Context: an optimization exercise on an open-source flow, tuned for small area. The choices shown serve that exercise and are no tape-out recipe.
Where RTL was checked, it was by simulation tests only, not by an equivalence proof against the original.
For run 4, only the layout was checked, not whether the RTL still works.
Power figures rest on the tool's default switching activity, not on a simulated workload.

File: design.v
module processor(
    input clk,
    input reset,
    input [24-1:0]  instruction,
    output reg[16-1:0] data,
    output[8-1:0]          pcCounter,
    output [2-1:0] rwToMem,
    output [16-1:0] addrToMem,
    output [16-1:0] dataToMem,
    input wire cacheEn,
    input wire[16-1:0] dataFromMem
);
reg[8-1:0]          counter;
reg[2-1:0] state;
reg[16-1:0]        regFile[4-1:0];
wire[4-1:0] op        = instruction[23:20];
wire[1:0] ri                 = instruction[17:16];
wire[16-1:0] insData = instruction[15:0];
wire [16-1:0] rdata  = regFile[ri];
assign pcCounter = counter;
wire inMem = (state == 2'd2);
assign rwToMem   = inMem ? {1'b0, op[1]} : 2'd2;
assign addrToMem = insData;
assign dataToMem = rdata;
wire setW = (state == 2'd1) && (op == 4'd3);
wire ldW  = (state == 2'd2) && cacheEn && !op[1];
wire [16-1:0] wd = ({16{setW && !reset}} & insData) |
                           ({16{ldW  && !reset}} & dataFromMem);
integer k;
always @(posedge clk)
    for(k = 0; k < 4; k = k + 1)
        if(reset || ((setW || ldW) && ri == k))
            regFile[k] <= wd;
always @(posedge clk) begin
    if(reset) begin
        data       <= 0;
        counter    <= 0;
        state      <= 2'd0;
    end
    else case(state)
        2'd0: state <= 2'd1;
        2'd1: case(op)
            4'd0, 4'd3: begin counter <= counter + 1'b1; state <= 2'd0; end
            4'd4: begin data <= rdata; counter <= counter + 1'b1; state <= 2'd0; end
            4'd1, 4'd2: state <= 2'd2;
            default: state <= 2'd3;
        endcase
        2'd2: if(cacheEn) begin
            counter <= counter + 1'b1;
            state   <= 2'd0;
        end
        default: ;
    endcase
end
endmodule
module cache(
    input clk,
    input reset,
    input[2-1:0] rwFromCPU,
    input[16-1:0]    addrFromCPU,
    input[16-1:0]    dataFromCPU,
    input[16-1:0]    dataFromMem,
    input                 memEn,
    input                 havMsgFromCache,
    input                 allowReadFromCache,
    input                 rmFromCache,
    input                 wmFromCache,
    input[16-1:0] allowReadFromCacheAddr,
    input                 bcTagFromCache,
    input                 tagsEqual,
    input[16-1:0] addrFromCache,
    output reg                    cacheEnToCPU,
    output [16-1:0]    dataToCPU,
    output [2-1:0] rwToMem,
    output [16-1:0]    addrToMem,
    output [16-1:0]    dataToMem,
    output reg havMsgToCache,
    output reg allowReadToCache,
    output [16-1:0] allowReadToCacheAddr,
    output [16-1:0] tag,
    output reg bcTag,
    output reg rmToCache,
    output reg wmToCache
);
reg [4-1:0] state;
reg [16-1:0]  addr;
reg [16-1:0]  allowReadAddrN;
assign allowReadToCacheAddr = ~allowReadAddrN;
assign tag = addr;
reg [16-1:0]  cacheLine;
reg stall;
wire isInvalid = (state == 4'hb) || (state == 4'hc) || (state == 4'hd);
wire idel      = (rwFromCPU == 2'd2);
wire match     = (addrFromCPU == addr);
wire rm        = (rwFromCPU == 2'd0  ) && (isInvalid  || !match);
wire rh        = (rwFromCPU == 2'd0  ) && (!isInvalid && match);
wire wm        = (rwFromCPU == 2'd1  ) && (isInvalid  || !match);
wire wh        = (rwFromCPU == 2'd1  ) && (!isInvalid && match);
wire snoop     = havMsgFromCache && (bcTagFromCache ? tagsEqual : addrFromCache == addr);
wire snoopRm   = snoop && rmFromCache;
wire snoopWm   = snoop && wmFromCache;
wire okOther   = allowReadFromCache || allowReadFromCacheAddr != addrFromCPU;
wire okOwn     = allowReadFromCache || allowReadToCacheAddr   != addrFromCPU;
wire isWB = (state == 4'h2) || (state == 4'h3) ||
            (state == 4'h4)  || (state == 4'h5);
wire isRD = (state == 4'h6) || (state == 4'h7) || (state == 4'h9) ||
            (state == 4'ha) || (state == 4'hc) || (state == 4'hd);
assign rwToMem     = isWB ? 2'd1 : isRD ? 2'd0 : 2'd2;
assign addrToMem   = isWB ? addr : addrFromCPU;
assign dataToMem   = cacheLine;
assign dataToCPU   = cacheLine;
always @(posedge clk) begin
    if(reset) begin
        cacheEnToCPU         <= 0;
        havMsgToCache        <= 0;
        allowReadToCache     <= 1;
        rmToCache            <= 0;
        wmToCache            <= 0;
        state                <= 4'hb;
        stall                <= 0;
        allowReadAddrN <= {16{1'b1}};
    end
    else begin
        cacheEnToCPU <= 0;
        case(state)
            4'h1: begin
                if(snoopRm) begin
                    havMsgToCache        <= 0;
                    allowReadToCache     <= 0;
                    allowReadAddrN <= ~addr;
                    rmToCache            <= 0;
                    wmToCache            <= 0;
                    stall                <= 0;
                    state                <= 4'h2;
                end
                else if(snoopWm) begin
                    havMsgToCache        <= 0;
                    allowReadToCache     <= 0;
                    allowReadAddrN <= ~addr;
                    stall                <= 0;
                    state                <= 4'h3;
                end
                else if(rh) begin
                    cacheEnToCPU         <= 1;
                    havMsgToCache        <= 0;
                    allowReadToCache     <= 1;
                    allowReadAddrN <= {16{1'b1}};
                    rmToCache            <= 0;
                    wmToCache            <= 0;
                    stall                <= 0;
                end
                else if(wh) begin
                    cacheEnToCPU         <= 1;
                    havMsgToCache        <= 0;
                    allowReadToCache     <= 0;
                    allowReadAddrN <= {16{1'b1}};
                    rmToCache            <= 0;
                    wmToCache            <= 0;
                    stall                <= 0;
                    cacheLine            <= dataFromCPU;
                end
                else if(rm) begin
                    havMsgToCache        <= 1;
                    allowReadToCache     <= 0;
                    allowReadAddrN <= ~addr;
                    bcTag                <= 0;
                    rmToCache            <= 1;
                    wmToCache            <= 0;
                    stall                <= 0;
                    state                <= 4'h5;
                end
                else if(wm) begin
                    havMsgToCache        <= 1;
                    allowReadToCache     <= 0;
                    allowReadAddrN <= ~addr;
                    bcTag                <= 0;
                    rmToCache            <= 0;
                    wmToCache            <= 1;
                    stall                <= 0;
                    state                <= 4'h4;
                end
            end
            4'h2: begin
                if(memEn) begin
                    allowReadToCache <= 1;
                    state            <= 4'h8;
                end
                else
                    allowReadToCache <= 0;
            end
            4'h3: begin
                if(memEn) begin
                    state            <= 4'hb;
                    allowReadToCache <= 1;
                    stall            <= !idel;
                end
            end
            4'h4: begin
                if(memEn && okOther) begin
                    allowReadToCache     <= 0;
                    allowReadAddrN <= ~addrFromCPU;
                    state                <= 4'h6;
                end
            end
            4'h5: begin
                if(memEn)
                    state <= 4'h7;
            end
            4'h6: begin
                if(memEn) begin
                    addr          <= addrFromCPU;
                    cacheLine     <= dataFromCPU;
                    cacheEnToCPU  <= 1;
                    havMsgToCache <= 0;
                    wmToCache     <= 0;
                    bcTag         <= 1;
                    state         <= 4'h1;
                end
            end
            4'h7: begin
                if(memEn) begin
                    cacheLine        <= dataFromMem;
                    addr             <= addrFromCPU;
                    cacheEnToCPU     <= 1;
                    allowReadToCache <= 1;
                    havMsgToCache    <= 0;
                    rmToCache        <= 0;
                    bcTag            <= 1;
                    state            <= 4'h8;
                end
            end
            4'h8: begin
                if(snoopRm) begin
                end
                else if(snoopWm) begin
                    state <= 4'hb;
                end
                else if(rh) begin
                    cacheEnToCPU <= 1;
                end
                else if(wh) begin
                    cacheLine    <= dataFromCPU;
                    cacheEnToCPU <= 1;
                    state        <= 4'h1;
                end
                else if(rm) begin
                    havMsgToCache <= 1;
                    rmToCache     <= 1;
                    bcTag         <= 0;
                    if(okOther)
                        state <= 4'h9;
                end
                else if(wm) begin
                    havMsgToCache <= 1;
                    wmToCache     <= 1;
                    bcTag         <= 0;
                    if(okOwn) begin
                        state                <= 4'ha;
                        allowReadToCache     <= 0;
                        allowReadAddrN <= ~addrFromCPU;
                    end
                end
                else begin
                    havMsgToCache <= 0;
                    wmToCache     <= 0;
                    rmToCache     <= 0;
                end
            end
            4'h9: begin
                if(memEn) begin
                    cacheLine     <= dataFromMem;
                    addr          <= addrFromCPU;
                    cacheEnToCPU  <= 1;
                    havMsgToCache <= 0;
                    rmToCache     <= 0;
                    bcTag         <= 1;
                    state         <= 4'h8;
                end
            end
            4'ha: begin
                if(memEn) begin
                    addr          <= addrFromCPU;
                    cacheLine     <= dataFromCPU;
                    cacheEnToCPU  <= 1;
                    havMsgToCache <= 0;
                    rmToCache     <= 0;
                    bcTag         <= 1;
                    state         <= 4'h1;
                end
            end
            4'hb: begin
                if(rm) begin
                    havMsgToCache <= 1;
                    rmToCache     <= 1;
                    bcTag         <= 0;
                    if(okOwn) begin
                        if(!stall)
                            state <= 4'hc;
                        else
                            stall <= 0;
                    end
                end
                else if(wm) begin
                    havMsgToCache <= 1;
                    wmToCache     <= 1;
                    bcTag         <= 0;
                    if(okOther) begin
                        if(!stall) begin
                            state                <= 4'hd;
                            allowReadToCache     <= 0;
                            allowReadAddrN <= ~addrFromCPU;
                        end
                        else
                            stall <= 0;
                    end
                end
                else
                    havMsgToCache <= 0;
            end
            4'hc: begin
                if(memEn) begin
                    cacheLine    <= dataFromMem;
                    addr         <= addrFromCPU;
                    cacheEnToCPU <= 1;
                    rmToCache    <= 0;
                    bcTag        <= 1;
                    state        <= 4'h8;
                end
            end
            4'hd: begin
                if(memEn) begin
                    addr          <= addrFromCPU;
                    cacheLine     <= dataFromCPU;
                    cacheEnToCPU  <= 1;
                    havMsgToCache <= 0;
                    wmToCache     <= 0;
                    bcTag         <= 1;
                    state         <= 4'h1;
                end
            end
            default: ;
        endcase
    end
end
endmodule
module memBus(
    input clk,
    input reset,
    input wire[2-1:0] rwFromCacheA,
    input wire[16-1:0]    addrFromCacheA,
    input wire[16-1:0]    dataFromCacheA,
    output reg[16-1:0]    dataToCacheA,
    output memEnA,
    input wire[2-1:0] rwFromCacheB,
    input wire[16-1:0]    addrFromCacheB,
    input wire[16-1:0]    dataFromCacheB,
    output reg[16-1:0]    dataToCacheB,
    output memEnB
);
reg [2:0] phase;     
reg       isWr;
reg       prefer;    
reg       cs;        
reg       memEn;
reg [4:0] maddr;
reg [4:0] ph;
assign memEnA = memEn & ~cs;
assign memEnB = memEn &  cs;
wire reqA  = (rwFromCacheA != 2'd2);
wire reqB  = (rwFromCacheB != 2'd2);
wire idle  = (phase == 0);
wire grant = idle && (reqA || reqB);
wire selB  = prefer ? reqB : !reqA;
wire [2-1:0] rwSel = selB ? rwFromCacheB : rwFromCacheA;
wire [4:0] addrSel = selB ? addrFromCacheB[4:0] : addrFromCacheA[4:0];
always @(posedge clk) begin
    if(reset) begin
        phase  <= 0;
        prefer <= 0;
        memEn  <= 0;
    end
    else case(phase)
        3'd0: begin
            memEn <= 0;
            if(grant) begin
                cs    <= selB;
                isWr  <= rwSel == 2'd1;
                maddr <= addrSel;
                phase <= 1;
            end
        end
        3'd6: begin
            memEn  <= 1;
            prefer <= ~cs;
            phase  <= 7;
        end
        3'd7: phase <= 0;
        default: phase <= phase + 1'b1;
    endcase
end
always @(posedge clk) begin
    if(reset) ph <= 0;
    else      ph <= ph + 1'b1;
end
reg zdone;
always @(posedge clk) begin
    if(reset)          zdone <= 0;
    else if(ph == 5'd7) zdone <= 1;
end
wire zero = reset || !zdone;
wire       curB  = idle ? selB : cs;
wire       curWr = idle ? (rwSel == 2'd1) : isWr;
wire [4:0] pos   = (idle ? addrSel : maddr) + ph;
wire       rdWin = !reset && (grant || (phase != 0 && phase != 7)) && !curWr;
wire       wrWin = !reset && (grant || phase != 0) && curWr;
wire [16-1:0] wdata = zero ? {16{1'b0}} : curB ? dataFromCacheB : dataFromCacheA;
reg [16-1:0] ring [0:31];
reg [16-1:0] rdata;
reg hit;
always @* begin
    hit = 1'b1;
    case(pos)
        5'd0:  rdata = ring[0];
        5'd7:  rdata = ring[7];
        5'd14: rdata = ring[14];
        5'd21: rdata = ring[21];
        5'd27: rdata = ring[27];
        default: begin hit = 1'b0; rdata = {16{1'bx}}; end
    endcase
end
genvar p;
generate for(p = 0; p < 32; p = p + 1) begin : g_ring
    localparam integer PREV = (p + 31) % 32;
    if(p % 8 == 0) begin : g_tap
        wire ins = zero || (wrWin && (pos == PREV));
        always @(posedge clk)
            ring[p] <= ins ? wdata : ring[PREV];
    end
    else begin : g_pass
        always @(posedge clk)
            ring[p] <= ring[PREV];
    end
end endgenerate
wire [16-1:0] rword = zero ? {16{1'b0}} : rdata;
always @(posedge clk) begin
    if(rdWin && hit) begin
        if(curB) dataToCacheB <= rword;
        else     dataToCacheA <= rword;
    end
end
endmodule
module dualcore(
    input clk,
    input reset,
    input  [24-1:0]  ins_code1_proc1,
    input  [24-1:0]  ins_code2_proc2,
    output [8-1:0]   pc_proc1_code1,
    output [8-1:0]   pc_proc2_code2,
    output [16-1:0] dataOut1,
    output [16-1:0] dataOut2
);
wire[2-1:0] rw_P1_C1,rw_P2_C2;
wire                  en_C1_P1,en_C2_P2;
wire [16-1:0] addr_P1_C1,addr_P2_C2;
wire [16-1:0] data_P1_C1,data_P2_C2;
wire [16-1:0] data_C1_P1,data_C2_P2;
wire[16-1:0]data_M_C1,data_M_C2;
wire en_M_C1,en_M_C2;
wire[2-1:0]rw_C1_M,rw_C2_M;
wire[16-1:0] addr_C1_M,addr_C2_M;
wire[16-1:0] data_C1_M,data_C2_M;
wire msg_C2_C1,msg_C1_C2;
wire allowRead_C2_C1,allowRead_C1_C2;
wire [16-1:0] allowReadAddr_C1_C2,allowReadAddr_C2_C1;
wire[16-1:0] tag_C1,tag_C2;
wire bcTag_C1,bcTag_C2;
wire tagsEqual = (tag_C1 == tag_C2);
wire rm_C2_C1,rm_C1_C2,wm_C2_C1,wm_C1_C2;
processor P1(
    .clk(clk), .reset(reset),
    .instruction(ins_code1_proc1), .data(dataOut1), .pcCounter(pc_proc1_code1),
    .rwToMem(rw_P1_C1), .addrToMem(addr_P1_C1), .dataToMem(data_P1_C1),
    .cacheEn(en_C1_P1), .dataFromMem(data_C1_P1)
);
processor P2(
    .clk(clk), .reset(reset),
    .instruction(ins_code2_proc2), .data(dataOut2), .pcCounter(pc_proc2_code2),
    .rwToMem(rw_P2_C2), .addrToMem(addr_P2_C2), .dataToMem(data_P2_C2),
    .cacheEn(en_C2_P2), .dataFromMem(data_C2_P2)
);
cache C1(
    .clk(clk), .reset(reset),
    .rwFromCPU(rw_P1_C1), .addrFromCPU(addr_P1_C1), .dataFromCPU(data_P1_C1),
    .cacheEnToCPU(en_C1_P1), .dataToCPU(data_C1_P1),
    .dataFromMem(data_M_C1), .memEn(en_M_C1), .rwToMem(rw_C1_M),
    .addrToMem(addr_C1_M), .dataToMem(data_C1_M),
    .havMsgFromCache(msg_C2_C1), .allowReadFromCache(allowRead_C2_C1),
    .allowReadFromCacheAddr(allowReadAddr_C2_C1), .addrFromCache(addr_P2_C2),
    .bcTagFromCache(bcTag_C2), .tagsEqual(tagsEqual),
    .rmFromCache(rm_C2_C1), .wmFromCache(wm_C2_C1),
    .havMsgToCache(msg_C1_C2), .allowReadToCache(allowRead_C1_C2),
    .allowReadToCacheAddr(allowReadAddr_C1_C2), .tag(tag_C1), .bcTag(bcTag_C1),
    .rmToCache(rm_C1_C2), .wmToCache(wm_C1_C2)
);
cache C2(
    .clk(clk), .reset(reset),
    .rwFromCPU(rw_P2_C2), .addrFromCPU(addr_P2_C2), .dataFromCPU(data_P2_C2),
    .cacheEnToCPU(en_C2_P2), .dataToCPU(data_C2_P2),
    .dataFromMem(data_M_C2), .memEn(en_M_C2), .rwToMem(rw_C2_M),
    .addrToMem(addr_C2_M), .dataToMem(data_C2_M),
    .havMsgFromCache(msg_C1_C2), .allowReadFromCache(allowRead_C1_C2),
    .allowReadFromCacheAddr(allowReadAddr_C1_C2), .addrFromCache(addr_P1_C1),
    .bcTagFromCache(bcTag_C1), .tagsEqual(tagsEqual),
    .rmFromCache(rm_C1_C2), .wmFromCache(wm_C1_C2),
    .havMsgToCache(msg_C2_C1), .allowReadToCache(allowRead_C2_C1),
    .allowReadToCacheAddr(allowReadAddr_C2_C1), .tag(tag_C2), .bcTag(bcTag_C2),
    .rmToCache(rm_C2_C1), .wmToCache(wm_C2_C1)
);
memBus mb(
    .clk(clk), .reset(reset),
    .rwFromCacheA(rw_C1_M), .addrFromCacheA(addr_C1_M), .dataFromCacheA(data_C1_M),
    .dataToCacheA(data_M_C1), .memEnA(en_M_C1),
    .rwFromCacheB(rw_C2_M), .addrFromCacheB(addr_C2_M), .dataFromCacheB(data_C2_M),
    .dataToCacheB(data_M_C2), .memEnB(en_M_C2)
);
endmodule
File: flow/run.sh
#!/bin/bash
# Own layout flow: the standard ORFS flow (standard.sh), with these
# changes:
#  - synthesis maps logic with an area-oriented ABC script (abc_area.script
#    here, which runs ABC's &deepsyn for five minutes) instead of ORFS's
#    delay-driven one; everything else in synthesis, including flip-flop
#    mapping, is the standard synthesis script (synth_recipe.tcl), which
#    synth.tcl here sources, except that adders are left to ABC instead of
#    being mapped to the platform's adder cells (ADDER_MAP_FILE empty);
#  - the input and output port buffers are the smallest buffer cell, and the
#    larger plain buffers are not used;
#  - clock tree synthesis uses clkbuf_8 buffers throughout,
#    clusters of up to 18 sinks within 45 um, and no dummy loads.
# Each tool's output is in the ORFS logs under orfs/logs; make's own output
# goes to make.log in this folder.
set -euo pipefail
WORK=$(pwd)
export OWN_ABC_SCRIPT="$WORK/flow/abc_area.script"
export FLOW_SYNTH_TCL="$WORK/synth_recipe.tcl"
# the platform's don't-use cells, plus the larger plain buffers, so that
# repair_design buffers high-fanout nets with small buffers
DONT_USE="$(awk '/^export DONT_USE_CELLS/{on=1} on{print; if ($0 !~ /\\$/) exit}' $FLOW_HOME/platforms/sky130hd/config.mk | tr -s ' \\\n' '\n' | grep '^sky130_' | tr '\n' ' ')"
DONT_USE="$DONT_USE sky130_fd_sc_hd__buf_4 sky130_fd_sc_hd__buf_6 sky130_fd_sc_hd__buf_8 sky130_fd_sc_hd__buf_12 sky130_fd_sc_hd__buf_16 sky130_fd_sc_hd__bufbuf_8 sky130_fd_sc_hd__bufbuf_16 sky130_fd_sc_hd__clkbuf_4"
echo "DONT_USE_CELLS=$DONT_USE" > dont_use.txt
sed -e "s#SYNTH_SCRIPT=[^ ]*#SYNTH_SCRIPT=$WORK/flow/synth.tcl#" standard.sh > standard_own.sh
bash standard_own.sh "BUFFER_PORTS_ARGS=-buffer_cell sky130_fd_sc_hd__buf_1" \
  "ADDER_MAP_FILE=" \
  "DONT_USE_CELLS=$DONT_USE" \
  "CTS_ARGS=-sink_clustering_enable -repair_clock_nets -buf_list sky130_fd_sc_hd__clkbuf_8 -root_buf sky130_fd_sc_hd__clkbuf_8 -sink_clustering_size 18 -sink_clustering_max_diameter 45 -dont_use_dummy_load" \
  finish > make.log 2>&1
File: flow/abc_area.script
strash
ifraig
scorr
dc2
strash
&get -n
&deepsyn -T 300
&dch -f
&nf -R 1000
&put
topo
File: flow/synth.tcl
# The standard synthesis (synth_recipe.tcl), with ABC run on our own
# script: the -script argument that ORFS passes to abc is replaced.
proc abc {args} {
  set i [lsearch -exact $args -script]
  if { $i >= 0 } {
    lset args [expr { $i + 1 }] $::env(OWN_ABC_SCRIPT)
  }
  yosys abc {*}$args
}
source $::env(FLOW_SYNTH_TCL)
File: standard.sh
#!/bin/bash
# synth_recipe.tcl (not shown) runs the flow's synth.tcl, then flattens the netlist and writes it again
# the make line also repeats each setting of config.mk as NAME=value (left out here)
make -C /OpenROAD-flow-scripts/flow DESIGN_CONFIG=/design/flow/config.mk WORK_HOME=/design/flow/orfs CLKGATE_MAP_FILE= SYNTH_SCRIPT=/design/flow/synth_recipe.tcl "${@:-finish}"
File: config.mk
export PLATFORM = sky130hd
export DESIGN_NAME = dualcore
export DESIGN_NICKNAME = dualcore
export VERILOG_FILES = /design/flow/design.v
export SDC_FILE = /design/flow/constraint.sdc
export NUM_CORES = 8
export LEC_CHECK = 0
export CAP_MARGIN = 0
export CORE_MARGIN = 2
export CORE_UTILIZATION = 65
export SLEW_MARGIN = 0
File: constraint.sdc
create_clock -name core_clock -period 10.0 [get_ports {clk}]
set_input_delay 2.0000 -clock core_clock [delete_from_list [all_inputs] [get_ports {clk}]]
set_output_delay 2.0000 -clock core_clock [all_outputs]
set_load 0.01 [all_outputs]
==> reports/metrics.yaml, run 1 <==
yosys:
  synth_edf_count: 233
  avgSynthCellArea_sq_um: 12.84
  synth_cells: 2067
  yosysSeqAreaShare_pct: 73.63
  yosys_warnings: 5
  syn_nets: 2117
  synthArstFlopShare_pct: 0
  ys_ff_latch: 860
  syn_area_sq_um: 26550
  synthFlopType: "dfxtp_1"
  synth_cell_types: 52
critical_path:
  crit_type: "flip-flop to flip-flop"
  reg2reg_from: "C2.state[3]"
  crit_path_start_kind: "flip-flop"
  cp.required_ns: 10.53
  slowest_delay_ns: 0.66
  critPathArrivalTime_ns: 7.74
  endpoint: "mb.dataToCacheA[12]"
  cp.depth: 26
  critPathMaxFanout: 12
  worst_path_most_repeated_cell: "nand2_1"
  reg2reg_slack_ns: 2.78
  end_kind: "flip-flop"
  worstRegToRegCells: 26
  critPathSlowestCell: "nor2_1"
  crit_start: "C2.state[3]"
  cp_top_family: "simple AND/OR/NAND/NOR gates"
  r2r_end: "mb.dataToCacheA[12]"
  path_buf_inv: 3
power:
  switching_power_uw: 2043
  p_leak_uw: 0.01033
  irDropWorstVdd_uv: 237.7
  switching_share_pct: 29.69
  power_density_nw_per_um2: 239.5
  combPwrFrac_pct: 17.1
  pwr-share-seq_pct: 58.9
  clockPowerShare_pct: 24.1
  p_int_uw: 4839
  p_total_uw: 6882
timing:
  tightest_slew_ns: 1.315
  final.setup.tns_ns: 0
  fin_crit_sh_pct: 72.17
  grt_setup_unrepaired: "no"
  relSlewSlack_pct: 12.04
  period_needed_ns: 7.217
  fmax_mhz: 138.6
  setup_ws_ns: 2.783
  finalClockSkew_ns: 0.08482
  setup_viol: 0
  hold_violations: 0
  slew_violations: 0
run_status:
  outcome: "complete, no violations"
clock_tree:
  post_cts_buffers: 0
  cts_tree: "done"
  numCtsBuffers: 71
  htreeDepth: 3
  insertion_delay_ns: 0.69
  cts_buffer_depth: 3
  clkSinkCount: 860
  clock-root-buffer: "clkbuf_8"
  clk_pin_slew_worst_paths_ns: 0.10
  hold_buffers: 0
  cts_resized: 0
global_route:
  grt_start_max_net_pins: 37
  grt_pass1_wl_mm: 109.5
  grt_pass1_vias: 18120
  antenna_found_initial: 5
  gr-total-overflow: 0
  grt_use_total_pct: 35.18
placement:
  io_buffers: 93
  post_dp_cell_area_sq_um: 27760
  dp_hpwl_mm: 51.00
  gp_congestion: 0.9865
  dpl_worst_slack_ns: 2.757
  dp.cells: 2735
layout:
  stdcell_area_sq_um: 28740
  drive_gt1_share_pct: 3.562
  synthToLayoutAreaGrowth_pct: 8.247
  fillers: 2689
  num-nets-final: 2326
  fin_cells: 2807
floorplan:
  die_x_um: 206.1
  fp.coreArea_sq_um: 40550
  dieArea_sq_um: 42480
  row_count: 74
  io-pin-count: 98
  fp.dieH_um: 206.1
  start_util_pct: 65.47
route:
  via_per_inst: 6.521
  drt_pass1_iterations: 10
  dr_total_vias: 18310
  drt_iter0_drc: 2131
  post_drt_wl_per_cell_um: 26.34
  drcViolationCount: 0
  ant_nets: 0
  routed_wl_mm: 73.94
hold_path:
  holdCritPathClass: "flip-flop to flip-flop"
  holdPathStages: 0
run:
  maxCapViolCount: 0
worst min-delay path by stage:
| stage | slack (ns) | to | startpoint |
|---|---|---|---|
| 4_1_cts | 0.28 | mb.ring[30][7] | mb.ring[29][7] |
| 3_5_place_dp | 0.31 | mb.ring[11][14] | mb.ring[10][14] |
| 6_report | 0.29 | mb.ring[30][7] | mb.ring[29][7] |
| 5_1_grt | 0.29 | mb.ring[30][7] | mb.ring[29][7] |
| 3_3_place_gp | 0.31 | mb.ring[5][1] | mb.ring[4][1] |
| 2_1_floorplan | 0.31 | mb.ring[10][0] | mb.ring[9][0] |
power by group through the flow:
stage / Combinational (uW) / Sequential (uW) / Clock [uW]
5_1_grt: 1280 / 4070 / 1780
3_3_place_gp: 1120 / 4110 / 0
3_5_place_dp: 1130 / 4110 / 0
4_1_cts: 1140 / 4040 / 1680
6_report: 1170 / 4050 / 1660
2_1_floorplan: 809 / 4000 / 0
logic make-up after synthesis:
| logic type | count (synthesis) | share of synthesized area, % |
|---|---|---|
| compound gates | 546 | 14.49 |
| xor+xnor | 35 | 1.155 |
| buf+inv | 67 | 0.9473 |
| flops | 860 | 73.63 |
| mux | 17 | 0.7163 |
| simple gates | 542 | 9.058 |
flip-flops by register name, indices dropped and copies added (netlist names), 5 cells and up:
name               flops
C1.cacheLine          16
mb.ph                  5
C2.cacheLine          16
P1.regFile            64
mb.dataToCacheB       16
P1.data               16
P1.counter             8
C2.allowReadAddrN     16
C1.addr               16
mb.maddr               5
mb.ring              512
P2.counter             8
P2.regFile            64
C2.addr               16
P2.data               16
C1.allowReadAddrN     16
mb.dataToCacheA       16
area by class of cell:
| class | count | area (sq um) | share of cell area, % |
|---|---|---|---|
| clock buffer | 71 | 977.2 | 3.400 |
| inverter | 67 | 251.5 | 0.8751 |
| tap | 532 | 665.6 | 2.316 |
| multi-input combinational | 1140 | 6779 | 23.59 |
| antenna | 1 | 2.502 | 0.008707 |
| timing repair buffer | 136 | 514.2 | 1.789 |
| sequential | 860 | 19550 | 68.02 |
metrics by stage:
stage	hold slack (ns)	utilization (%)
finish	0.2866	70.87
detailed placement	0.3121	68.45
global placement	0.3096	68.45
floorplan	0.3096	-
CTS	0.2778	70.86
global route	0.2919	70.87
per-layer routing:
metal	vias up	GRT usage (%)	wire [um]
li1	8096	-	-
met4	4	19.77	4348
met1	8873	45.43	29000
met2	1068	54.34	33270
met5	-	0	27
met3	264	9.114	7299
cell usage in the layout (no fill, tap or decap), types with 6 or more instances in the layout:
cell	n
a2111oi_0	11
a21oi_1	64
a221oi_1	54
a222oi_1	42
a22o_1	62
a22oi_1	43
a31oi_1	16
and2_0	14
and3_1	12
buf_1	133
clkbuf_8	71
clkinv_1	67
dfxtp_1	627
edfxtp_1	233
mux2_1	16
nand2_1	216
nand2b_1	11
nand3_1	24
nand4_1	8
nor2_1	159
nor2b_1	15
nor3_1	32
nor4_1	11
o2111ai_1	8
o21a_1	6
o21ai_0	112
o221ai_1	9
o22ai_1	75
o31ai_1	11
or2_0	20
xnor2_1	18
xor2_1	17
Yosys cell counts (16+ instances only):
| library cell | instances | area (sq um) |
|---|---|---|
| dfxtp_1 | 627 | 12550 |
| edfxtp_1 | 233 | 6997 |
| nand2_1 | 216 | 810.8 |
| nor2_1 | 159 | 596.8 |
| o21ai_0 | 112 | 560.5 |
| o22ai_1 | 75 | 469.2 |
| a21oi_1 | 69 | 345.3 |
| clkinv_1 | 67 | 251.5 |
| a22o_1 | 62 | 543.0 |
| a221oi_1 | 54 | 473.0 |
| a22oi_1 | 43 | 322.8 |
| a222oi_1 | 42 | 420.4 |
| nor3_1 | 33 | 165.2 |
| nand3_1 | 24 | 120.1 |
| or2_0 | 20 | 125.1 |
| xnor2_1 | 18 | 157.7 |
| xor2_1 | 17 | 148.9 |
| a31oi_1 | 16 | 100.1 |
| mux2_1 | 16 | 180.2 |
worst reg2reg max path: stages (launching register included):
cell      delay (ns)
dfxtp_1         0.58
and2_0          0.39
nor3_1          0.17
a22oi_1         0.48
nand2_1         0.33
nand2_1         0.18
o21a_1          0.24
clkinv_1        0.13
a21oi_1         0.32
a221o_1         0.26
nand2_1         0.07
nand2_1         0.14
xor2_1          0.11
a32o_1          0.30
nand2_1         0.07
o21ai_0         0.14
nand2_1         0.09
o21ai_0         0.09
xnor2_1         0.48
clkinv_1        0.13
a221oi_1        0.26
o21ai_0         0.17
or2_0           0.28
nor2_1          0.66
buf_1           0.63
a222oi_1        0.23
nand2_1         0.19
==> run 2: changes to the inputs <==
--- a/design.v
+++ b/design.v
@@ -68,6 +68,8 @@
     input[16-1:0] allowReadFromCacheAddr,
     input                 bcTagFromCache,
     input                 tagsEqual,
+    output                addrFromCacheIsTag,
+    output                tagLoad,
     input[16-1:0] addrFromCache,
     output reg                    cacheEnToCPU,
     output [16-1:0]    dataToCPU,
@@ -77,7 +79,6 @@
     output reg havMsgToCache,
     output reg allowReadToCache,
     output [16-1:0] allowReadToCacheAddr,
-    output [16-1:0] tag,
     output reg bcTag,
     output reg rmToCache,
     output reg wmToCache
@@ -96,7 +97,8 @@
 wire rh        = (rwFromCPU == 2'd0  ) && (!isInvalid && match);
 wire wm        = (rwFromCPU == 2'd1  ) && (isInvalid  || !match);
 wire wh        = (rwFromCPU == 2'd1  ) && (!isInvalid && match);
-wire snoop     = havMsgFromCache && (bcTagFromCache ? tagsEqual : addrFromCache == addr);
+assign addrFromCacheIsTag = (addrFromCache == addr);
+wire snoop     = havMsgFromCache && (bcTagFromCache ? tagsEqual : addrFromCacheIsTag);
 wire snoopRm   = snoop && rmFromCache;
 wire snoopWm   = snoop && wmFromCache;
 wire okOther   = allowReadFromCache || allowReadFromCacheAddr != addrFromCPU;
@@ -106,6 +108,7 @@
 wire isRD = (state == 4'h6) || (state == 4'h7) || (state == 4'h9) ||
             (state == 4'ha) || (state == 4'hc) || (state == 4'hd);
 assign rwToMem     = isWB ? 2'd1 : isRD ? 2'd0 : 2'd2;
+assign tagLoad     = memEn && isRD;
 assign addrToMem   = isWB ? addr : addrFromCPU;
 assign dataToMem   = cacheLine;
 assign dataToCPU   = cacheLine;
@@ -472,9 +475,14 @@
 wire msg_C2_C1,msg_C1_C2;
 wire allowRead_C2_C1,allowRead_C1_C2;
 wire [16-1:0] allowReadAddr_C1_C2,allowReadAddr_C2_C1;
-wire[16-1:0] tag_C1,tag_C2;
 wire bcTag_C1,bcTag_C2;
-wire tagsEqual = (tag_C1 == tag_C2);
+wire tagLoad_C1,tagLoad_C2;
+wire p2IsTag1,p1IsTag2;    
+reg tagsEqual;
+always @(posedge clk) begin
+    if(tagLoad_C1)      tagsEqual <= p1IsTag2;
+    else if(tagLoad_C2) tagsEqual <= p2IsTag1;
+end
 wire rm_C2_C1,rm_C1_C2,wm_C2_C1,wm_C1_C2;
 processor P1(
     .clk(clk), .reset(reset),
@@ -499,7 +507,8 @@
     .bcTagFromCache(bcTag_C2), .tagsEqual(tagsEqual),
     .rmFromCache(rm_C2_C1), .wmFromCache(wm_C2_C1),
     .havMsgToCache(msg_C1_C2), .allowReadToCache(allowRead_C1_C2),
-    .allowReadToCacheAddr(allowReadAddr_C1_C2), .tag(tag_C1), .bcTag(bcTag_C1),
+    .allowReadToCacheAddr(allowReadAddr_C1_C2), .bcTag(bcTag_C1),
+    .addrFromCacheIsTag(p2IsTag1), .tagLoad(tagLoad_C1),
     .rmToCache(rm_C1_C2), .wmToCache(wm_C1_C2)
 );
 cache C2(
@@ -513,7 +522,8 @@
     .bcTagFromCache(bcTag_C1), .tagsEqual(tagsEqual),
     .rmFromCache(rm_C1_C2), .wmFromCache(wm_C1_C2),
     .havMsgToCache(msg_C2_C1), .allowReadToCache(allowRead_C2_C1),
-    .allowReadToCacheAddr(allowReadAddr_C2_C1), .tag(tag_C2), .bcTag(bcTag_C2),
+    .allowReadToCacheAddr(allowReadAddr_C2_C1), .bcTag(bcTag_C2),
+    .addrFromCacheIsTag(p1IsTag2), .tagLoad(tagLoad_C2),
     .rmToCache(rm_C2_C1), .wmToCache(wm_C2_C1)
 );
 memBus mb(
==> run 2 against run 1 <==
Net effect:
- still clean on timing, DRC and antenna
- synthesized cell count fell by 5.3%
- clock power barely moved
- first-iteration DRC count fell by 10%
- combinational power rose by 8%
- critical path depth fell by 3
- critical path type unchanged
- critical endpoint is now mb.dataToCacheA[3]
==> reports/metrics.yaml, run 2 <==
clock_tree:
  cts_buffer_depth: 3  # unchanged
  clk_pin_slew_worst_paths_ns: 0.10  # about the same
  insertion_delay_ns: 0.66  # -0.03 ns
  cts_tree: "done"
  clkSinkCount: 861  # +0.12%
  cts_resized: 0  # unchanged
  numCtsBuffers: 69  # -2.8%
  hold_buffers: 0  # unchanged
  post_cts_buffers: 0  # unchanged
  htreeDepth: 3  # unchanged
  clock-root-buffer: "clkbuf_8"
timing:
  fmax_mhz: 140.2  # +1.2%
  tightest_slew_ns: 1.272  # -0.04227 ns
  whs_ns: 0.2937  # +0.007082 ns
  slew_violations: 0  # unchanged
  setup_viol: 0  # unchanged
  fin_crit_sh_pct: 71.32  # -0.85 points
  hold_violations: 0  # unchanged
  period_needed_ns: 7.132  # -0.08519 ns
  final.setup.tns_ns: 0  # unchanged
  finalClockSkew_ns: 0.09489  # +0.01007 ns
  setup_ws_ns: 2.868  # +0.08519 ns
  grt_setup_unrepaired: "no"
  relSlewSlack_pct: 14.72  # +2.7 points
power:
  clockPowerShare_pct: 24.0  # about the same
  combPwrFrac_pct: 18.3  # +1.2 points
  irDropWorstVdd_uv: 237.7  # about the same
  switching_power_uw: 2040  # -0.15%
  p_leak_uw: 0.01037  # +0.40%
  switching_share_pct: 29.72  # +0.032 points
  power_density_nw_per_um2: 240.6  # +0.47%
  p_int_uw: 4824  # -0.31%
  pwr-share-seq_pct: 57.7  # -1.2 points
layout:
  drive_gt1_share_pct: 3.659  # +0.097 points
  largest_register: "mb.ring"
  final_common_cell: "dfxtp_1"
  stdcell_area_sq_um: 28530  # -0.73%
  num-nets-final: 2211  # -4.9%
  layout_common_cells: "dfxtp_1 (627), edfxtp_1 (234), nand2_1 (149), a22o_1 (148), nor2_1 (133)"
  synthToLayoutAreaGrowth_pct: 8.087
  largest_reg_flops: 512  # unchanged
  reg.largest.list: "mb.ring: 512 flops, P1.regFile: 64 flops, P2.regFile: 64 flops"
  fillers: 2531  # -5.9%
  multi_input_area_sq_um: 6596  # -2.7%
  seq_area_sq_um: 19580  # +0.15%
floorplan:
  start_util_pct: 66.13  # +0.66 points
  row_count: 73  # -1.4%
  die_x_um: 205.5  # -0.28%
  fp.coreArea_sq_um: 39910  # -1.6%
  dieArea_sq_um: 42240  # -0.57%
  fp.dieH_um: 205.5  # -0.28%
  io-pin-count: 98  # unchanged
run:
  maxCapViolCount: 0  # unchanged
yosys:
  synth_largest_area_cell: "dfxtp_1"
  synth.cells.most_frequent: "dfxtp_1 (627), edfxtp_1 (234), nand2_1 (149)"
  synthFlopType: "dfxtp_1"
  ys_ff_latch: 861  # +0.12%
  syn_area_sq_um: 26400  # -0.58%
  synth.top_cell.area_share_pct: 47.55  # +0.28 points
  synth_edf_count: 234  # +0.43%
  yosysMostFrequentCell: "dfxtp_1"
  synth_cell_types: 52  # unchanged
  synthArstFlopShare_pct: 0  # unchanged
  avgSynthCellArea_sq_um: 13.48  # +5.0%
  synthTopCellsByArea: "dfxtp_1 (48%), edfxtp_1 (27%), a22o_1 (4.9%)"
  syn_nets: 2008  # -5.1%
  yosys_warnings: 7  # +2
  synth_cells: 1958  # -5.3%
  yosysSeqAreaShare_pct: 74.18  # +0.54 points
critical_path:
  critPathArrivalTime_ns: 7.57  # -0.17 ns
  slowest_delay_ns: 0.93  # +0.27 ns
  cp_cell_sequence: "or2_0 -> nor2_1 -> nor2_1 -> nand2_1 -> a21oi_1 -> a21o_1 -> clkinv_1 -> nor2_1 -> a222oi_1 -> nand3_1 -> o21ai_0 -> clkinv_1 -> nand2_1 -> maj3_1 -> maj3_1 -> maj3_1 -> xnor2_1 -> nor2b_1 -> nand3_1 -> nor2_1 -> buf_1 -> a22oi_1 -> nand3_1"
  critPathMaxFanout: 15  # +3
  critPathSlowestCell: "nor2_1"
  crit_type: "flip-flop to flip-flop"
  end_kind: "flip-flop"
  worst_path_most_repeated_cell: "nor2_1"
  cp.required_ns: 10.44  # -0.09 ns
  crit_path_start_kind: "flip-flop"
placement:
  dpl_worst_slack_ns: 3.041  # +0.2839 ns
  dp_hpwl_mm: 48.56  # -4.8%
  io_buffers: 93  # unchanged
  gp_congestion: 1.015  # +2.8%
  post_dp_cell_area_sq_um: 27580  # -0.66%
global_route:
  grt_use_total_pct: 34.08  # -1.1 points
  gr-total-overflow: 0  # unchanged
  met2_usage_pct: 54.50  # +0.16 points
  globalRouteMet3Util_pct: 6.240  # -2.9 points
  grt_start_max_net_pins: 32  # -14%
  antenna_found_initial: 1  # -4
  grt_use_met1_pct: 45.49  # +0.054 points
  grt_pass1_wl_mm: 105.6  # -3.5%
  grt_pass1_vias: 17010  # -6.1%
  top_usage_layer: "met2"
route:
  post_drt_wl_per_cell_um: 26.72  # +1.4%
  drt_iter0_drc: 1912  # -10%
  dr_total_vias: 17480  # -4.5%
  drt_pass1_iterations: 8  # -2
  via_per_inst: 6.507  # -0.22%
  routed_wl_mm: 71.77  # -2.9%
  drcViolationCount: 0  # unchanged
  ant_nets: 0  # unchanged
hold_path:
  holdCritPathClass: "flip-flop to flip-flop"
run_status:
  outcome: "complete, no violations"
## run 2: cell types whose count changed in the layout (fill, tap and decap cells not counted), sizes merged, moves of 7 or more
cell	before	now
a21oi	69	55
a31oi	16	26
nand2	216	149
xnor2	18	40
o22ai	75	51
nand3	24	41
a22o	62	148
a221oi	54	30
o31ai	11	4
or2	20	12
a21o	0	8
o21ai	112	40
nor2	159	137
## run 2: cell families after synthesis
logic type	synth area share, %
and+or+nand+nor	7.717
xor gates and xnor gates	1.991
muxes	0.5925
DFF	74.18
AOI/OAI and AO/OA	14.49
adders and majority gates	0.1138
buffers and inverters	0.9243
## run 2: worst max-delay path, delay by kind of cell, from the launching register on
family	cells	cell delay, ns
flip-flops	1	0.62
XOR/XNOR	1	0.46
AO/OA/AOI/OAI	5	1.02
buffers and inverters	3	0.80
AND/OR/NAND/NOR	11	2.97
adder cells (fa/ha/maj)	3	1.13
## run 2: power groups by stage
stage	sequential, uW	combinational, uW	clock [uW]
floorplan	3960	852	0
global placement	4030	1180	0
detailed placement	4030	1210	0
CTS	3950	1220	1660
finish	3960	1260	1650
global route	3980	1360	1780
## run 2: worst paths after layout
| check | startpoint | to | slack, ns | cells past startpoint |
|---|---|---|---|---|
| hold / removal | mb.ring[18][12] | mb.ring[19][12] | 0.29 | 0 |
| hold reg to reg | mb.ring[18][12] | mb.ring[19][12] | 0.29 | 0 |
| setup / recovery | C1.state[1] | mb.dataToCacheA[3] | 2.87 | 23 |
| setup reg to reg | C1.state[1] | mb.dataToCacheA[3] | 2.87 | 23 |
## run 2: final cells by class
cell class	instances	area share, %
repair buffers	132	1.750
inverters	65	0.8552
clock buffers	69	3.329
multi-input cells	1032	23.12
flip-flops and latches	861	68.63
well taps	525	2.302
diodes	2	0.01754
## run 2: metal layers
layer / up-vias / wire, um
li1: 7715 / -
met1: 8507 / 28450
met2: 1031 / 33200
met3: 222 / 6726
met4: 2 / 3382
met5: - / 16
## run 2: metrics by stage
stage / utilization, % / instances / total power, uW
floorplan: - / 1958 / 4811
global route: 71.46 / 2684 / 7112
global placement: 69.09 / 2615 / 5209
finish: 71.48 / 2686 / 6864
detailed placement: 69.09 / 2615 / 5239
CTS: 71.46 / 2684 / 6826
==> run 3: changes to the inputs <==
==> flow/run.sh (replaced) <==
#!/bin/bash
# Own layout flow: the standard ORFS flow (standard.sh), with these
# changes:
#  - synthesis maps logic with an area-oriented ABC script (abc_area.script
#    here, which runs ABC's &deepsyn for five minutes) instead of ORFS's
#    delay-driven one; everything else in synthesis, including flip-flop
#    mapping, is the standard synthesis script (synth_recipe.tcl), which
#    synth.tcl here sources, except that adders are left to ABC instead of
#    being mapped to the platform's adder cells (ADDER_MAP_FILE empty);
#  - the input and output port buffers are the smallest buffer cell, and the
#    larger plain buffers are not used;
#  - clock tree synthesis uses clkbuf_4 sink buffers (clkbuf_8 at the root),
#    clusters of up to 10 sinks within 30 um, and no dummy loads.
# Each tool's output is in the ORFS logs under orfs/logs; make's own output
# goes to make.log in this folder.
set -euo pipefail
WORK=$(pwd)
export OWN_ABC_SCRIPT="$WORK/flow/abc_area.script"
export FLOW_SYNTH_TCL="$WORK/synth_recipe.tcl"
# the platform's don't-use cells, plus the larger plain buffers, so that
# repair_design buffers high-fanout nets with small buffers
DONT_USE="$(awk '/^export DONT_USE_CELLS/{on=1} on{print; if ($0 !~ /\\$/) exit}' $FLOW_HOME/platforms/sky130hd/config.mk | tr -s ' \\\n' '\n' | grep '^sky130_' | tr '\n' ' ')"
DONT_USE="$DONT_USE sky130_fd_sc_hd__buf_4 sky130_fd_sc_hd__buf_6 sky130_fd_sc_hd__buf_8 sky130_fd_sc_hd__buf_12 sky130_fd_sc_hd__buf_16 sky130_fd_sc_hd__bufbuf_8 sky130_fd_sc_hd__bufbuf_16"
echo "DONT_USE_CELLS=$DONT_USE" > dont_use.txt
sed -e "s#SYNTH_SCRIPT=[^ ]*#SYNTH_SCRIPT=$WORK/flow/synth.tcl#" standard.sh > standard_own.sh
bash standard_own.sh "BUFFER_PORTS_ARGS=-buffer_cell sky130_fd_sc_hd__buf_1" \
  "ADDER_MAP_FILE=" \
  "DONT_USE_CELLS=$DONT_USE" \
  "CTS_ARGS=-sink_clustering_enable -repair_clock_nets -buf_list sky130_fd_sc_hd__clkbuf_4 -root_buf sky130_fd_sc_hd__clkbuf_8 -sink_clustering_size 10 -sink_clustering_max_diameter 30 -dont_use_dummy_load" \
  finish > make.log 2>&1
==> run 3 against run 2 <==
Net effect:
- hold slack lost 0.027 ns
- wire length shrank 0.63%
- cell count grew 2.5%
- via count grew 0.85%
- combinational power is essentially flat
- utilization grew 0.18 points
- sequential share of layout area shrank 0.17 points
- non-clock buffer count is the same
- count of clock-buffer cells in the layout grew 65
- still clean on timing, DRC and antenna
- die area is the same
- final area grew 0.25%
- highest routed layer unchanged
==> reports/metrics.yaml, run 3 <==
run_status:
  outcome: "complete, no violations"
critical_path:
  path_buf_inv: 2  # -1
  crit_type: "flip-flop to flip-flop"
  cp_top_family: "simple AND/OR/NAND/NOR gates"
  worst_path_most_repeated_cell: "nor2_1"
  critPathSlowestCell: "nor2_1"
  cp.required_ns: 10.55  # +0.11 ns
  critPathMaxFanout: 14  # -1
  crit_path_start_kind: "flip-flop"
  critPathArrivalTime_ns: 7.66  # +0.09 ns
  cp_cell_sequence: "or2_0 -> nor2_1 -> nor3_1 -> nor2_1 -> a21o_1 -> nor2_1 -> a222oi_1 -> nand3_1 -> o21ai_0 -> clkinv_1 -> nand2_1 -> maj3_1 -> maj3_1 -> maj3_1 -> xnor2_1 -> nor2b_1 -> nand3_1 -> nor2_1 -> buf_1 -> a22oi_1 -> nand3_1"
  end_kind: "flip-flop"
  slowest_delay_ns: 0.89  # -0.04 ns
layout:
  final_common_cell: "dfxtp_1"
  num-nets-final: 2276  # +2.9%
  stdcell_area_sq_um: 28600  # +0.25%
  seq_area_sq_um: 19580  # unchanged
  drive_gt1_share_pct: 6.475  # +2.8 points
  largest_register: "mb.ring"
  final_core_utilization_pct: 71.65  # +0.18 points
  fillers: 2572  # +1.6%
  reg.largest.list: "mb.ring: 512 flops, P1.regFile: 64 flops, P2.regFile: 64 flops"
  largest_reg_flops: 512  # unchanged
  synthToLayoutAreaGrowth_pct: 8.352
  layout_common_cells: "dfxtp_1 (627), edfxtp_1 (234), nand2_1 (149), a22o_1 (148)"
  multi_input_area_sq_um: 6596  # unchanged
yosys:
  yosysSeqAreaShare_pct: 74.18  # unchanged
  avgSynthCellArea_sq_um: 13.48  # unchanged
  synth.top_cell.area_share_pct: 47.55  # unchanged
  synth_edf_count: 234  # unchanged
  synthArstFlopShare_pct: 0  # unchanged
  synth_largest_area_cell: "dfxtp_1"
  yosys_warnings: 7  # unchanged
  ys_ff_latch: 861  # unchanged
  syn_nets: 2008  # unchanged
  synth_cells: 1958  # unchanged
  synthFlopType: "dfxtp_1"
  synth_cell_types: 52  # unchanged
  synth.cells.most_frequent: "dfxtp_1 (627), edfxtp_1 (234), nand2_1 (149)"
  syn_area_sq_um: 26400  # unchanged
  synthTopCellsByArea: "dfxtp_1 (48%), edfxtp_1 (27%), a22o_1 (4.9%)"
  yosysMostFrequentCell: "dfxtp_1"
route:
  ant_nets: 0  # unchanged
  drt_pass1_iterations: 7  # -1
  post_drt_wl_per_cell_um: 25.90  # -3.1%
  via_per_inst: 6.400  # -1.6%
  dr_total_vias: 17630  # +0.85%
  drcViolationCount: 0  # unchanged
  drt_iter0_drc: 1978  # +3.5%
  routed_wl_mm: 71.32  # -0.63%
floorplan:
  die_x_um: 205.5  # unchanged
  start_util_pct: 66.13  # unchanged
  io-pin-count: 98  # unchanged
  dieArea_sq_um: 42240  # unchanged
  row_count: 73  # unchanged
  fp.dieH_um: 205.5  # unchanged
  fp.coreArea_sq_um: 39910  # unchanged
clock_tree:
  insertion_delay_ns: 0.83  # +0.17 ns
  htreeDepth: 4  # +1
  clkSinkCount: 861  # unchanged
  clk_pin_slew_worst_paths_ns: 0.10  # about the same
  clock-root-buffer: "clkbuf_8"
  hold_buffers: 0  # unchanged
  cts_tree: "done"
  cts_buffer_depth: 3  # unchanged
  numCtsBuffers: 134  # +94%
  cts_resized: 0  # unchanged
  post_cts_buffers: 0  # unchanged
power:
  p_leak_uw: 0.01050  # +1.2%
  irDropWorstVdd_uv: 191.7  # -19%
  power_density_nw_per_um2: 241.1  # +0.23%
placement:
  dp_hpwl_mm: 48.56  # unchanged
  io_buffers: 93  # unchanged
  post_dp_cell_area_sq_um: 27580  # unchanged
  gp_congestion: 1.015  # unchanged
  dpl_worst_slack_ns: 3.041  # unchanged
global_route:
  grt_use_total_pct: 34.27  # +0.19 points
  gr-total-overflow: 0  # unchanged
  antenna_found_initial: 3  # +2
  grt_start_max_net_pins: 32  # unchanged
  grt_pass1_vias: 17330  # +1.9%
  grt_pass1_wl_mm: 105.2  # -0.40%
timing:
  setup_viol: 0  # unchanged
  grt_setup_unrepaired: "no"
  finalClockSkew_ns: 0.1353  # +0.04040 ns
  fin_crit_sh_pct: 71.09  # -0.23 points
  whs_ns: 0.2669  # -0.02681 ns
  final.setup.tns_ns: 0  # unchanged
  hold_violations: 0  # unchanged
  setup_ws_ns: 2.891  # +0.02268 ns
  slew_violations: 0  # unchanged
  period_needed_ns: 7.109  # -0.02268 ns
  relSlewSlack_pct: 12.83  # -1.9 points
  fmax_mhz: 140.7  # +0.32%
  tightest_slew_ns: 1.300  # +0.02817 ns
run:
  maxCapViolCount: 0  # unchanged
hold_path:
  holdCritPathClass: "flip-flop to flip-flop"
run 3: cell count changes in the layout (fill, tap and decap cells not counted), sizes merged:
cell	change
clkbuf	+65
diode	+3
run 3: cells by family (layout without fill, tap and decap cells):
kind of cell	count (synthesis)	count (layout)	synth area share (%)
buffers and inverters	65	331	0.9243
adders and majority gates	3	3	0.1138
AOI/OAI and AO/OA	503	503	14.49
and+or+nand+nor	452	452	7.717
muxes	14	14	0.5925
other	0	5	0
DFF	861	861	74.18
xor gates and xnor gates	60	60	1.991
run 3: cell type report:
cell class	count	share of cell area, %
diodes	5	0.04375
inverters	65	0.8531
well taps	525	2.297
repair buffers	132	1.746
multi-input cells	1032	23.06
flip-flops and latches	861	68.46
clock buffers	134	3.539
run 3: worst register-to-register path, stage by stage (launching register included):
cell	delay, ns
dfxtp_1	0.64
or2_0	0.31
nor2_1	0.16
nor3_1	0.64
nor2_1	0.08
a21o_1	0.23
nor2_1	0.26
a222oi_1	0.17
nand3_1	0.12
o21ai_0	0.21
clkinv_1	0.10
nand2_1	0.09
maj3_1	0.40
maj3_1	0.38
maj3_1	0.35
xnor2_1	0.42
nor2b_1	0.24
nand3_1	0.12
nor2_1	0.89
buf_1	0.62
a22oi_1	0.23
nand3_1	0.32
run 3: worst paths after layout:
| check | startpoint | endpoint | slack, ns | cells past startpoint |
|---|---|---|---|---|
| min reg2reg | mb.ring[3][0] | mb.ring[4][0] | 0.27 | 0 |
| min | mb.ring[3][0] | mb.ring[4][0] | 0.27 | 0 |
| max | C2.state[0] | mb.dataToCacheB[3] | 2.89 | 21 |
| max reg2reg | C2.state[0] | mb.dataToCacheB[3] | 2.89 | 21 |
run 3: where the power goes:
part | internal [uW] | total, uW | switching [uW]
clock | 620 | 1690 | 1070
sequential | 3790 | 3960 | 168
combinational | 413 | 1250 | 839
total | 4820 | 6900 | 2070
run 3: metrics by stage:
stage,cells,power (uW)
after detailed placement,2615,5239
after global placement,2615,5209
after CTS,2749,6880
after global routing,2752,7183
final,2754,6896
after floorplan,1958,4811
run 3: per-layer routing:
layer | vias to the layer above | global-route usage, % | share of wire [%]
met1 | 8516 | 44.18 | 39
met2 | 1003 | 53.25 | 46
met4 | 2 | 17.65 | 4.4
met3 | 210 | 9.598 | 10
li1 | 7895 | - | -
met5 | - | 0 | 0.013
==> run 4: changes to the inputs <==
--- a/design.v
+++ b/design.v
@@ -68,8 +68,6 @@
     input[16-1:0] allowReadFromCacheAddr,
     input                 bcTagFromCache,
     input                 tagsEqual,
-    output                addrFromCacheIsTag,
-    output                tagLoad,
     input[16-1:0] addrFromCache,
     output reg                    cacheEnToCPU,
     output [16-1:0]    dataToCPU,
@@ -78,15 +76,14 @@
     output [16-1:0]    dataToMem,
     output reg havMsgToCache,
     output reg allowReadToCache,
-    output [16-1:0] allowReadToCacheAddr,
+    output reg[16-1:0] allowReadToCacheAddr,
+    output [16-1:0] tag,
     output reg bcTag,
     output reg rmToCache,
     output reg wmToCache
 );
 reg [4-1:0] state;
 reg [16-1:0]  addr;
-reg [16-1:0]  allowReadAddrN;
-assign allowReadToCacheAddr = ~allowReadAddrN;
 assign tag = addr;
 reg [16-1:0]  cacheLine;
 reg stall;
@@ -97,8 +94,7 @@
 wire rh        = (rwFromCPU == 2'd0  ) && (!isInvalid && match);
 wire wm        = (rwFromCPU == 2'd1  ) && (isInvalid  || !match);
 wire wh        = (rwFromCPU == 2'd1  ) && (!isInvalid && match);
-assign addrFromCacheIsTag = (addrFromCache == addr);
-wire snoop     = havMsgFromCache && (bcTagFromCache ? tagsEqual : addrFromCacheIsTag);
+wire snoop     = havMsgFromCache && (bcTagFromCache ? tagsEqual : addrFromCache == addr);
 wire snoopRm   = snoop && rmFromCache;
 wire snoopWm   = snoop && wmFromCache;
 wire okOther   = allowReadFromCache || allowReadFromCacheAddr != addrFromCPU;
@@ -108,7 +104,6 @@
 wire isRD = (state == 4'h6) || (state == 4'h7) || (state == 4'h9) ||
             (state == 4'ha) || (state == 4'hc) || (state == 4'hd);
 assign rwToMem     = isWB ? 2'd1 : isRD ? 2'd0 : 2'd2;
-assign tagLoad     = memEn && isRD;
 assign addrToMem   = isWB ? addr : addrFromCPU;
 assign dataToMem   = cacheLine;
 assign dataToCPU   = cacheLine;
@@ -121,7 +116,7 @@
         wmToCache            <= 0;
         state                <= 4'hb;
         stall                <= 0;
-        allowReadAddrN <= {16{1'b1}};
+        allowReadToCacheAddr <= 0;
     end
     else begin
         cacheEnToCPU <= 0;
@@ -130,7 +125,7 @@
                 if(snoopRm) begin
                     havMsgToCache        <= 0;
                     allowReadToCache     <= 0;
-                    allowReadAddrN <= ~addr;
+                    allowReadToCacheAddr <= addr;
                     rmToCache            <= 0;
                     wmToCache            <= 0;
                     stall                <= 0;
@@ -139,7 +134,7 @@
                 else if(snoopWm) begin
                     havMsgToCache        <= 0;
                     allowReadToCache     <= 0;
-                    allowReadAddrN <= ~addr;
+                    allowReadToCacheAddr <= addr;
                     stall                <= 0;
                     state                <= 4'h3;
                 end
@@ -147,7 +142,7 @@
                     cacheEnToCPU         <= 1;
                     havMsgToCache        <= 0;
                     allowReadToCache     <= 1;
-                    allowReadAddrN <= {16{1'b1}};
+                    allowReadToCacheAddr <= 0;
                     rmToCache            <= 0;
                     wmToCache            <= 0;
                     stall                <= 0;
@@ -156,7 +151,7 @@
                     cacheEnToCPU         <= 1;
                     havMsgToCache        <= 0;
                     allowReadToCache     <= 0;
-                    allowReadAddrN <= {16{1'b1}};
+                    allowReadToCacheAddr <= 0;
                     rmToCache            <= 0;
                     wmToCache            <= 0;
                     stall                <= 0;
@@ -165,7 +160,7 @@
                 else if(rm) begin
                     havMsgToCache        <= 1;
                     allowReadToCache     <= 0;
-                    allowReadAddrN <= ~addr;
+                    allowReadToCacheAddr <= addr;
                     bcTag                <= 0;
                     rmToCache            <= 1;
                     wmToCache            <= 0;
@@ -175,7 +170,7 @@
                 else if(wm) begin
                     havMsgToCache        <= 1;
                     allowReadToCache     <= 0;
-                    allowReadAddrN <= ~addr;
+                    allowReadToCacheAddr <= addr;
                     bcTag                <= 0;
                     rmToCache            <= 0;
                     wmToCache            <= 1;
@@ -201,7 +196,7 @@
             4'h4: begin
                 if(memEn && okOther) begin
                     allowReadToCache     <= 0;
-                    allowReadAddrN <= ~addrFromCPU;
+                    allowReadToCacheAddr <= addrFromCPU;
                     state                <= 4'h6;
                 end
             end
@@ -260,7 +255,7 @@
                     if(okOwn) begin
                         state                <= 4'ha;
                         allowReadToCache     <= 0;
-                        allowReadAddrN <= ~addrFromCPU;
+                        allowReadToCacheAddr <= addrFromCPU;
                     end
                 end
                 else begin
@@ -311,7 +306,7 @@
                         if(!stall) begin
                             state                <= 4'hd;
                             allowReadToCache     <= 0;
-                            allowReadAddrN <= ~addrFromCPU;
+                            allowReadToCacheAddr <= addrFromCPU;
                         end
                         else
                             stall <= 0;
@@ -405,15 +400,15 @@
     if(reset) ph <= 0;
     else      ph <= ph + 1'b1;
 end
-reg zdone;
+reg [2:0] zcnt;
 always @(posedge clk) begin
-    if(reset)          zdone <= 0;
-    else if(ph == 5'd7) zdone <= 1;
+    if(reset)              zcnt <= 0;
+    else if(zcnt != 3'd7)  zcnt <= zcnt + 1'b1;
 end
-wire zero = reset || !zdone;
 wire       curB  = idle ? selB : cs;
 wire       curWr = idle ? (rwSel == 2'd1) : isWr;
 wire [4:0] pos   = (idle ? addrSel : maddr) + ph;
+wire       zero  = reset || (zcnt != 3'd7);
 wire       rdWin = !reset && (grant || (phase != 0 && phase != 7)) && !curWr;
 wire       wrWin = !reset && (grant || phase != 0) && curWr;
 wire [16-1:0] wdata = zero ? {16{1'b0}} : curB ? dataFromCacheB : dataFromCacheA;
@@ -434,7 +429,7 @@
 genvar p;
 generate for(p = 0; p < 32; p = p + 1) begin : g_ring
     localparam integer PREV = (p + 31) % 32;
-    if(p % 8 == 0) begin : g_tap
+    if((p == 0) || (p == 7) || (p == 14) || (p == 21) || (p == 27)) begin : g_tap
         wire ins = zero || (wrWin && (pos == PREV));
         always @(posedge clk)
             ring[p] <= ins ? wdata : ring[PREV];
@@ -444,11 +439,10 @@
             ring[p] <= ring[PREV];
     end
 end endgenerate
-wire [16-1:0] rword = zero ? {16{1'b0}} : rdata;
 always @(posedge clk) begin
     if(rdWin && hit) begin
-        if(curB) dataToCacheB <= rword;
-        else     dataToCacheA <= rword;
+        if(curB) dataToCacheB <= rdata;
+        else     dataToCacheA <= rdata;
     end
 end
 endmodule
@@ -475,14 +469,9 @@
 wire msg_C2_C1,msg_C1_C2;
 wire allowRead_C2_C1,allowRead_C1_C2;
 wire [16-1:0] allowReadAddr_C1_C2,allowReadAddr_C2_C1;
+wire[16-1:0] tag_C1,tag_C2;
 wire bcTag_C1,bcTag_C2;
-wire tagLoad_C1,tagLoad_C2;
-wire p2IsTag1,p1IsTag2;    
-reg tagsEqual;
-always @(posedge clk) begin
-    if(tagLoad_C1)      tagsEqual <= p1IsTag2;
-    else if(tagLoad_C2) tagsEqual <= p2IsTag1;
-end
+wire tagsEqual = (tag_C1 == tag_C2);
 wire rm_C2_C1,rm_C1_C2,wm_C2_C1,wm_C1_C2;
 processor P1(
     .clk(clk), .reset(reset),
@@ -507,8 +496,7 @@
     .bcTagFromCache(bcTag_C2), .tagsEqual(tagsEqual),
     .rmFromCache(rm_C2_C1), .wmFromCache(wm_C2_C1),
     .havMsgToCache(msg_C1_C2), .allowReadToCache(allowRead_C1_C2),
-    .allowReadToCacheAddr(allowReadAddr_C1_C2), .bcTag(bcTag_C1),
-    .addrFromCacheIsTag(p2IsTag1), .tagLoad(tagLoad_C1),
+    .allowReadToCacheAddr(allowReadAddr_C1_C2), .tag(tag_C1), .bcTag(bcTag_C1),
     .rmToCache(rm_C1_C2), .wmToCache(wm_C1_C2)
 );
 cache C2(
@@ -522,8 +510,7 @@
     .bcTagFromCache(bcTag_C1), .tagsEqual(tagsEqual),
     .rmFromCache(rm_C1_C2), .wmFromCache(wm_C1_C2),
     .havMsgToCache(msg_C2_C1), .allowReadToCache(allowRead_C2_C1),
-    .allowReadToCacheAddr(allowReadAddr_C2_C1), .bcTag(bcTag_C2),
-    .addrFromCacheIsTag(p1IsTag2), .tagLoad(tagLoad_C2),
+    .allowReadToCacheAddr(allowReadAddr_C2_C1), .tag(tag_C2), .bcTag(bcTag_C2),
     .rmToCache(rm_C2_C1), .wmToCache(wm_C2_C1)
 );
 memBus mb(
==> flow/run.sh (replaced) <==
#!/bin/bash
# Own layout flow: the standard ORFS flow (standard.sh), with two changes:
#  - synthesis maps logic with an area-oriented ABC script (abc_area.script
#    here) instead of ORFS's delay-driven one; everything else in synthesis,
#    including flip-flop mapping, is the standard synthesis script
#    (synth_recipe.tcl), which synth.tcl here sources;
#  - the input and output port buffers are the smallest buffer cell.
# Each tool's output is in the ORFS logs under orfs/logs; make's own output
# goes to make.log in this folder.
set -euo pipefail
WORK=$(pwd)
export OWN_ABC_SCRIPT="$WORK/flow/abc_area.script"
export FLOW_SYNTH_TCL="$WORK/synth_recipe.tcl"
sed -e "s#SYNTH_SCRIPT=[^ ]*#SYNTH_SCRIPT=$WORK/flow/synth.tcl#" standard.sh > standard_own.sh
bash standard_own.sh "BUFFER_PORTS_ARGS=-buffer_cell sky130_fd_sc_hd__buf_1" finish > make.log 2>&1
==> flow/abc_area.script (replaced) <==
strash
ifraig
scorr
dc2
strash
&get -n
&dch -f
&nf -R 1000
&put
topo
--- a/config.mk
+++ b/config.mk
@@ -8,4 +8,7 @@
 export CAP_MARGIN = 0
 export CORE_MARGIN = 2
 export CORE_UTILIZATION = 65
+export CTS_BUF_LIST = sky130_fd_sc_hd__clkbuf_16
+export CTS_CLUSTER_DIAMETER = 60
+export CTS_CLUSTER_SIZE = 25
 export SLEW_MARGIN = 0
==> run 4 against run 3 <==
Net effect:
- fmax increased by 1.2%
- cell count increased by 12%
- clock skew decreased by 0.11 ns
==> reports/metrics.yaml, run 4 <==
run_status:
  outcome: "complete, no violations"
timing:
  fin_crit_sh_pct: 70.23  # -0.86 points
  tightest_slew_ns: 1.320  # +0.01995 ns
  fmax_mhz: 142.4  # +1.2%
  relSlewSlack_pct: 11.65  # -1.2 points
  setup_viol: 0  # unchanged
  period_needed_ns: 7.023  # -0.08565 ns
critical_path:
  end_kind: "flip-flop"
  worst_path_most_repeated_cell: "nor2_1"
  critPathMaxFanout: 35  # +21
  crit_type: "flip-flop to flip-flop"
clock_tree:
  cts_tree: "done"
  insertion_delay_ns: 0.62  # -0.21 ns
  clk_pin_slew_worst_paths_ns: 0.10  # about the same
  post_cts_buffers: 0  # unchanged
  hold_buffers: 0  # unchanged
  clkSinkCount: 862  # +0.12%
floorplan:
  start_util_pct: 65.37  # -0.76 points
  die_x_um: 211.5  # +2.9%
  fp.coreArea_sq_um: 42790  # +7.2%
  fp.dieH_um: 211.5  # +2.9%
  dieArea_sq_um: 44710  # +5.9%
route:
  post_drt_wl_per_cell_um: 23.62  # -8.8%
  dr_total_vias: 19450  # +10%
  drt_pass1_iterations: 10  # +3
  ant_nets: 0  # unchanged
  drcViolationCount: 0  # unchanged
global_route:
  grt_use_total_pct: 32.64  # -1.6 points
  antenna_found_initial: 6  # +3
  grt_pass1_wl_mm: 110.3  # +4.8%
layout:
  reg.largest.list: "mb.ring: 512 flops, P1.regFile: 64 flops, P2.regFile: 64 flops"
  drive_gt1_share_pct: 4.982  # -1.5 points
  largest_reg_flops: 512  # unchanged
  largest_register: "mb.ring"
  final_common_cell: "dfxtp_1"
  num-nets-final: 2595  # +14%
  fillers: 2902  # +13%
power:
  p_leak_uw: 0.01162  # +11%
  p_int_uw: 5363  # +11%
  clockPowerShare_pct: 26.6  # +2.2 points
  irDropWorstVdd_uv: 231.7  # +21%
yosys:
  syn_nets: 2405  # +20%
  syn_area_sq_um: 27970  # +6.0%
  synthTopCellsByArea: "dfxtp_1 (45%), edfxtp_1 (25%), nor2_1 (4.1%)"
  synth.top_cell.area_share_pct: 45.01  # -2.5 points
  synthFlopType: "dfxtp_1"
  yosysSeqAreaShare_pct: 70.03  # -4.1 points
placement:
  gp_congestion: 0.9366  # -7.7%
  dp_hpwl_mm: 48.70  # +0.29%
## run 4: cell count changes in the layout (fill, tap and decap cells not counted), moves of 47 or more
cell       delta
nor3_1       +48
nand2_1      +85
buf_4        +47
clkbuf_4    -132
nor2_1      +170
a22o_1      -113
clkbuf_16    +49
## run 4: cell families after synthesis
| kind of cell | Yosys count | synth area share [%] |
|---|---|---|
| mux | 16 | 0.5815 |
| buf+inv | 61 | 0.8185 |
| fa+ha+maj | 20 | 0.9214 |
| simple gates | 811 | 12.70 |
| compound gates | 463 | 11.75 |
| xor+xnor | 102 | 3.194 |
| flops | 862 | 70.03 |
## run 4: path summary, 6_finish.rpt
path | cells after the start | start | endpoint | slack [ns]
hold reg to reg | 0 | mb.ring[1][13] | mb.ring[2][13] | 0.32
setup / recovery | 30 | C1.state[3] | mb.dataToCacheB[3] | 2.98
setup reg to reg | 30 | C1.state[3] | mb.dataToCacheB[3] | 2.98
hold / removal | 0 | mb.ring[1][13] | mb.ring[2][13] | 0.32
## run 4: cell type report
cell class / instances / area (sq um) / area share (%)
inverters: 61 / 229.0 / 0.7401
repair buffers: 140 / 705.7 / 2.281
diodes: 1 / 2.502 / 0.008088
multi-input cells: 1412 / 8219 / 26.56
clock buffers: 49 / 1226 / 3.963
clock inverters: 25 / 285.3 / 0.9220
flip-flops and latches: 862 / 19590 / 63.31
well taps: 546 / 683.2 / 2.208
## run 4: power groups by stage
stage          clock network (uW)  registers, uW  logic (uW)
6_report                     2120           4060        1800
3_5_place_dp                    0           4130        1740
5_1_grt                      2250           4080        1960
2_1_floorplan                   0           4040        1170
4_1_cts                      2130           4050        1750
3_3_place_gp                    0           4120        1710
## run 4: per-layer routing
metal / vias to the layer above / routed length (um) / track usage, %
li1: 8904 / - / -
met1: 9429 / 30220 / 45.24
met2: 947 / 33920 / 52.20
met3: 157 / 6583 / 5.607
met4: 10 / 2352 / 11.78
met5: - / 60 / 0
## run 4: worst register-to-register path, delay by kind of cell, from the launching register on
family | cells | cell delay (ns)
and+or+nand+nor | 11 | 1.85
buffers and inverters | 7 | 1.66
AOI/OAI and AO/OA | 8 | 1.22
xor gates and xnor gates | 2 | 0.80
adders and majority gates | 2 | 0.64
DFF | 1 | 0.53
## run 4: stage by stage
step | setup slack [ns] | std cells | area (sq um) | power, uW | hold WS [ns]
final | 2.977 | 3096 | 30940 | 7976 | 0.3247
after global routing | 2.489 | 3096 | 30940 | 8293 | 0.3314
after CTS | 3.055 | 3095 | 30940 | 7937 | 0.3251
after detailed placement | 2.915 | 3021 | 29430 | 5876 | 0.3121
after global placement | 3.070 | 3021 | 29430 | 5831 | 0.3095
after floorplan | 2.345 | 2335 | 27970 | 5210 | 0.3096

Setup slack of run 4, layout unchanged: 2.977 ns with ideal ports, 2.977 ns with driving cells assumed (clock clkbuf_16, inputs buf_2), 2.754 ns with port delays also shifted by the 0.666 ns mid clock arrival.
